This design comes from an exercise in tuning for small area on the open sky130 flow, not from production work. The RTL was checked by simulation tests, not by an equivalence proof against the original design. No driver is modelled on the clock port, so clock power and skew are understated where the tree is cut down; a real chip needs a root buffer or a tree. Power figures rest on the tool's default switching activity, not on a simulated workload.

== job 3637 ==
==> flow/design.v (excerpt) <==
module motor_controle (
    input  logic clk,
    input  logic rst,
    input  logic sensor,
    output logic led_red, led_green,
    output logic pino_buzzer,
    output logic pino_in1,
    output logic pino_in2,
    output logic pino_in3,
    output logic pino_in4,
    output logic seg_a,
    output logic seg_b,
    output logic seg_c,
    output logic seg_d,
    output logic seg_e,
    output logic seg_f,
    output logic seg_g
);
    logic [11:0] deb;
    logic sensor_filtrado, sensor_antigo_filtrado;
    wire deb_sat = deb[0] & ~deb[1] & deb[2] & deb[4] & ~deb[5] & deb[6] & ~deb[7] & deb[8] & ~deb[9] & deb[10] & ~deb[11];
    wire deb_hold = deb[0] & ~deb[1] & deb[2] & deb[4] & ~deb[5] & deb[6] & ~deb[7] & deb[8] & ~deb[9] & deb[10];
    wire deb_fb = deb_hold ? 1'b1 : ~(deb[11] ^ (deb[3] | ~deb[6]));
    wire deb_clr = rst | (sensor ^ sensor_filtrado);
    always_ff @(posedge clk) begin
        deb <= deb_clr ? 12'b100010010010 : {~deb[10:0], deb_fb};
        if (rst) sensor_filtrado <= 1'b0;
        else if (deb_sat) sensor_filtrado <= sensor;
        sensor_antigo_filtrado <= sensor_filtrado;
    end
    wire pulso_limpo = sensor_filtrado & ~sensor_antigo_filtrado;
    logic [5:0] a;        
    logic tom_onda;
    wire a_end = a[0] & ~a[2] & ~a[3] & a[5];
    always_ff @(posedge clk) begin
        a <= (rst | a_end) ? 6'b011100 : {~a[4:0], a[0] ^ a[5]};
        tom_onda <= ~rst & (tom_onda ^ a_end);
    end
    logic [9:0] b;        
    logic pulso_onda;
    wire b_end = ~b[0] & ~b[1] & ~b[2] & ~b[3] & ~b[4] & ~b[5] & b[6] & ~b[7] & ~b[8] & ~b[9];
    wire b_en = a_end & tom_onda;
    wire b_adv = b_en & ~b_end & ~rst;
    wire b_hold = ~b_en & ~rst;
    always_ff @(posedge clk) begin
        b <= ({10{b_adv}} & {b[8:0], ~(b[2] ^ b[9])}) | ({10{b_hold}} & b);
        pulso_onda <= ~rst & (pulso_onda ^ (b_en & b_end));
    end
    logic [2:0] st;
    localparam logic [2:0] ST_0 = 3'd0, ST_1 = 3'd1, ST_2 = 3'd2, ST_3 = 3'd3,
                           ST_4 = 3'd5, ST_5 = 3'd7, ST_M = 3'd4;
    wire motor = (st == ST_M);
    logic motor_end;
    logic [2:0] st_next;
    always_comb begin
        case (st)
            ST_0: st_next = pulso_limpo ? ST_1 : ST_0;
            ST_1: st_next = pulso_limpo ? ST_2 : ST_1;
  ...
Size: roughly 180 cells after synthesis, about 57 flip-flops, about 17 I/O pins, about 0.0019 mm^2 of cells after synthesis.
export LEC_CHECK = 0
export CAP_MARGIN = 0
export CORE_MARGIN = 2
export CORE_UTILIZATION = 60
export GPL_TIMING_DRIVEN = 0
export SLEW_MARGIN = 0
create_clock -name core_clock -period 10.0 [get_ports {clk}]
standard.sh (not shown) runs the stock make flow with config.mk's settings and CLKGATE_MAP_FILE= SYNTH_SCRIPT=/design/flow/synth_recipe.tcl, a recipe that flattens the netlist after the stock synthesis.
==> flow/flow/run.sh <==
#!/bin/bash
set -euo pipefail
here=$(pwd)
cat flow/abc_head.tcl synth_recipe.tcl > my_synth.tcl
export FLOW_ABC_SCRIPT=$here/flow/area.abc
ports="-buffer_cell sky130_fd_sc_hd__buf_1"
cts="-sink_clustering_enable -repair_clock_nets -dont_use_dummy_load -buf_list sky130_fd_sc_hd__clkbuf_4"
export BUFFER_PORTS_ARGS="$ports" CTS_ARGS="$cts"
export POST_CTS_TCL=$here/flow/clock_buffers.tcl CLOCK_BUFFERS=2 CLOCK_BUFFER_CELL=sky130_fd_sc_hd__buf_12
bash standard.sh "SYNTH_SCRIPT=$here/my_synth.tcl" "ADDER_MAP_FILE=" \
  "MIN_BUF_CELL_AND_PORTS=sky130_fd_sc_hd__buf_1 A X" "BUFFER_PORTS_ARGS=$ports" "CTS_ARGS=$cts" "POST_CTS_TCL=$POST_CTS_TCL" finish > standard.log 2>&1
==> flow/flow/clock_buffers.tcl <==
set block [ord::get_db_block]
set clkbuf_master [[ord::get_db] findMaster $::env(CLOCK_BUFFER_CELL)]
set clk_net [$block findNet clk]
set sinks {}
set old_insts {}
set old_nets {}
# walk the tree from the clock port
set todo [list $clk_net]
while {[llength $todo] > 0} {
  set net [lindex $todo 0]
  set todo [lrange $todo 1 end]
  foreach it [$net getITerms] {
    set inst [$it getInst]
    if {![$it isInputSignal] && [$it getIoType] ne "INPUT"} { continue }
    set m [[$inst getMaster] getName]
    if {[string match "sky130_fd_sc_hd__clkbuf_*" $m] || [string match "sky130_fd_sc_hd__clkinv*" $m] || [string match "sky130_fd_sc_hd__buf_*" $m]} {
      if {[string match "sky130_fd_sc_hd__clkinv*" $m]} { error "unexpected clock inverter [$inst getName]" }
      lappend old_insts $inst
      foreach ot [$inst getITerms] {
        if {[$ot isOutputSignal]} {
          set on [$ot getNet]
          if {$on ne "NULL"} { lappend todo $on; lappend old_nets $on }
        }
      }
    } else {
      lappend sinks $it
    }
  }
}
puts "clock buffers: [llength $sinks] sinks, removing [llength $old_insts] buffers"
# split the sinks into K groups of equal size by position (balanced k-means), one buffer
# per group
set K $::env(CLOCK_BUFFERS)
set pts {}
foreach it $sinks {
  set b [[$it getInst] getBBox]
  lappend pts [list [expr {([$b xMin] + [$b xMax]) / 2.0}] [expr {([$b yMin] + [$b yMax]) / 2.0}]]
}
set n [llength $sinks]
set cents {}
for {set k 0} {$k < $K} {incr k} {
  set p [lindex [lsort -real -index 0 $pts] [expr {int(($k + 0.5) * $n / $K)}]]
  lappend cents $p
}
for {set iter 0} {$iter < 30} {incr iter} {
  # balanced assignment: closest (sink, group) pairs first, at most ceil(n/K) sinks a group
  set cap [expr {($n + $K - 1) / $K}]
  set pairs {}
  set i 0
  foreach p $pts {
    for {set k 0} {$k < $K} {incr k} {
      set c [lindex $cents $k]
      lappend pairs [list [expr {pow([lindex $p 0] - [lindex $c 0], 2) + pow([lindex $p 1] - [lindex $c 1], 2)}] $i $k]
    }
    incr i
  }
  set assign [lrepeat $n -1]
  set fill [lrepeat $K 0]
  foreach pr [lsort -real -index 0 $pairs] {
    lassign $pr d i k
    if {[lindex $assign $i] < 0 && [lindex $fill $k] < $cap} {
      lset assign $i $k
      lset fill $k [expr {[lindex $fill $k] + 1}]
    }
  }
  set nc {}
  for {set k 0} {$k < $K} {incr k} {
    set sx 0; set sy 0; set m 0
    foreach p $pts a $assign { if {$a == $k} { set sx [expr {$sx + [lindex $p 0]}]; set sy [expr {$sy + [lindex $p 1]}]; incr m } }
    if {$m > 0} { lappend nc [list [expr {$sx / $m}] [expr {$sy / $m}]] } else { lappend nc [lindex $cents $k] }
  }
  set cents $nc
}
foreach it $sinks { $it disconnect }
foreach inst $old_insts { odb::dbInst_destroy $inst }
foreach net $old_nets { odb::dbNet_destroy $net }
for {set k 0} {$k < $K} {incr k} {
  set buf [odb::dbInst_create $block $clkbuf_master "clkbuf_grp_$k"]
  set out_net [odb::dbNet_create $block "clknet_grp_$k"]
  $out_net setSigType CLOCK
  foreach it [$buf getITerms] {
    set mt [$it getMTerm]
    if {[$mt getName] eq "A"} { $it connect $clk_net }
    if {[$mt getName] eq "X"} { $it connect $out_net }
  }
  set m 0
  foreach it $sinks a $assign { if {$a == $k} { $it connect $out_net; incr m } }
  set c [lindex $cents $k]
  $buf setLocation [expr {int([lindex $c 0])}] [expr {int([lindex $c 1])}]
  $buf setPlacementStatus PLACED
  puts "clock buffer $k: $m sinks"
}
detailed_placement
check_placement -verbose
estimate_parasitics -placement
report_clock_skew
report_check_types -max_slew -max_capacitance
Other scripts of this flow, unchanged in this note and not shown: flow/flow/abc_head.tcl, flow/flow/area.abc
No stage failed in job 3637, and the final checks on the layout all came back clean.
The following lists how job 331 was set up differently from job 3637:
Settings: swapping 0 for 20 in SLEW_MARGIN; swapping 0 for 20 in CAP_MARGIN; clearing GPL_TIMING_DRIVEN, which used to be 0.
Notes after the runs:
On global-route usage: job 331 sits above job 3637. Between job 3637 and job 331, the flow reports overall power consumption increasing slightly. Sum of met2 wire segment lengths after detailed routing, job 3637 and job 331: smaller value in job 331.
Changes in job 887 relative to job 331:
==> flow/flow/run.sh <==
#!/bin/bash
set -euo pipefail
here=$(pwd)
cat flow/abc_head.tcl synth_recipe.tcl > my_synth.tcl
export FLOW_ABC_SCRIPT=$here/flow/area.abc
ports="-buffer_cell sky130_fd_sc_hd__buf_1"
cts="-sink_clustering_enable -repair_clock_nets -dont_use_dummy_load -buf_list sky130_fd_sc_hd__clkbuf_4"
export BUFFER_PORTS_ARGS="$ports" CTS_ARGS="$cts"
export POST_CTS_TCL=$here/flow/clock_buffers.tcl CLOCK_BUFFERS=3 CLOCK_BUFFER_CELL=sky130_fd_sc_hd__clkbuf_8
bash standard.sh "SYNTH_SCRIPT=$here/my_synth.tcl" "ADDER_MAP_FILE=" \
  "BUFFER_PORTS_ARGS=$ports" "CTS_ARGS=$cts" "POST_CTS_TCL=$POST_CTS_TCL" finish > standard.log 2>&1
--- a/flow/flow/clock_buffers.tcl
+++ b/flow/flow/clock_buffers.tcl
@@ -29,6 +29,5 @@
 }
 puts "clock buffers: [llength $sinks] sinks, removing [llength $old_insts] buffers"
-# split the sinks into K groups of equal size by position (balanced k-means), one buffer
-# per group
+# split the sinks into K groups by position (k-means), one buffer per group
 set K $::env(CLOCK_BUFFERS)
 set pts {}
@@ -44,23 +43,13 @@
 }
 for {set iter 0} {$iter < 30} {incr iter} {
-  # balanced assignment: closest (sink, group) pairs first, at most ceil(n/K) sinks a group
-  set cap [expr {($n + $K - 1) / $K}]
-  set pairs {}
-  set i 0
+  set assign {}
   foreach p $pts {
+    set best 0; set bd 1e30
     for {set k 0} {$k < $K} {incr k} {
       set c [lindex $cents $k]
-      lappend pairs [list [expr {pow([lindex $p 0] - [lindex $c 0], 2) + pow([lindex $p 1] - [lindex $c 1], 2)}] $i $k]
+      set d [expr {pow([lindex $p 0] - [lindex $c 0], 2) + pow([lindex $p 1] - [lindex $c 1], 2)}]
+      if {$d < $bd} { set bd $d; set best $k }
     }
-    incr i
-  }
-  set assign [lrepeat $n -1]
-  set fill [lrepeat $K 0]
-  foreach pr [lsort -real -index 0 $pairs] {
-    lassign $pr d i k
-    if {[lindex $assign $i] < 0 && [lindex $fill $k] < $cap} {
-      lset assign $i $k
-      lset fill $k [expr {[lindex $fill $k] + 1}]
-    }
+    lappend assign $best
   }
   set nc {}
==> comparison <==
Clock share of power down 2.1 points in job 887 wrt job 331. Between job 887 and job 331, the area enclosed by the die boundary figures differ only marginally. Comparing job 331 with job 887, the initial cell density of the core came out essentially unchanged. On first-pass GRT wire length, job 331 and job 887 are basically level. On area after synthesis, job 331 tracks job 887 almost exactly.
Changes in job 1218 relative to job 887:
--- a/flow/flow/run.sh
+++ b/flow/flow/run.sh
@@ -9,3 +9,3 @@
 export POST_CTS_TCL=$here/flow/clock_buffers.tcl CLOCK_BUFFERS=3 CLOCK_BUFFER_CELL=sky130_fd_sc_hd__clkbuf_8
 bash standard.sh "SYNTH_SCRIPT=$here/my_synth.tcl" "ADDER_MAP_FILE=" \
-  "BUFFER_PORTS_ARGS=$ports" "CTS_ARGS=$cts" "POST_CTS_TCL=$POST_CTS_TCL" finish > standard.log 2>&1
+  "MIN_BUF_CELL_AND_PORTS=sky130_fd_sc_hd__buf_1 A X" "BUFFER_PORTS_ARGS=$ports" "CTS_ARGS=$cts" "POST_CTS_TCL=$POST_CTS_TCL" finish > standard.log 2>&1
--- a/flow/flow/clock_buffers.tcl
+++ b/flow/flow/clock_buffers.tcl
@@ -29,5 +29,6 @@
 }
 puts "clock buffers: [llength $sinks] sinks, removing [llength $old_insts] buffers"
-# split the sinks into K groups by position (k-means), one buffer per group
+# split the sinks into K groups of equal size by position (balanced k-means), one buffer
+# per group
 set K $::env(CLOCK_BUFFERS)
 set pts {}
@@ -43,13 +44,23 @@
 }
 for {set iter 0} {$iter < 30} {incr iter} {
-  set assign {}
+  # balanced assignment: closest (sink, group) pairs first, at most ceil(n/K) sinks a group
+  set cap [expr {($n + $K - 1) / $K}]
+  set pairs {}
+  set i 0
   foreach p $pts {
-    set best 0; set bd 1e30
     for {set k 0} {$k < $K} {incr k} {
       set c [lindex $cents $k]
-      set d [expr {pow([lindex $p 0] - [lindex $c 0], 2) + pow([lindex $p 1] - [lindex $c 1], 2)}]
-      if {$d < $bd} { set bd $d; set best $k }
+      lappend pairs [list [expr {pow([lindex $p 0] - [lindex $c 0], 2) + pow([lindex $p 1] - [lindex $c 1], 2)}] $i $k]
     }
-    lappend assign $best
+    incr i
+  }
+  set assign [lrepeat $n -1]
+  set fill [lrepeat $K 0]
+  foreach pr [lsort -real -index 0 $pairs] {
+    lassign $pr d i k
+    if {[lindex $assign $i] < 0 && [lindex $fill $k] < $cap} {
+      lset assign $i $k
+      lset fill $k [expr {[lindex $fill $k] + 1}]
+    }
   }
   set nc {}
Results
- Job 1218: done, clean on timing, DRC and antenna
- [job 1218] clock power share rose 0.8 points relative to job 887
- Startpoint of the most critical setup path: st[0] -> job 1218, st[1] -> job 887
- Compared with job 887, in job 1218 mean post-synth cell area held; final critical-path required period went up 20 ps.
No run of this note takes its clock network from TritonCTS; it comes from the design's own scripts or RTL.

-- what the ideal ports hide --
The flow's constraints put no driver on any port. The routed layouts listed below were extracted and timed again, unchanged, in two steps. Step 1, drivers: a clkbuf_16 drives clk and a buf_2 each remaining input, both assumed. Step 2 also shifts input and output timing later by t, the mid clock arrival at the registers, as if the neighbouring blocks saw the same clock. a / b / c = ideal / step 1 / step 2; a / b = the first two.
run	t, ns	slack for setup (ns)	worst setup path at the end	pins driven straight from the clock port
job 3637	0.178	6.404 / 6.357 / 6.535	register to output	2
job 331	0.184	6.460 / 6.414 / 6.569	input to register	2
job 887	0.207	6.440 / 6.396 / 6.581	input to register	3
job 1218	0.209	6.421 / 6.375 / 6.580	input to register	3
After both steps setup and hold are still met in every run listed.
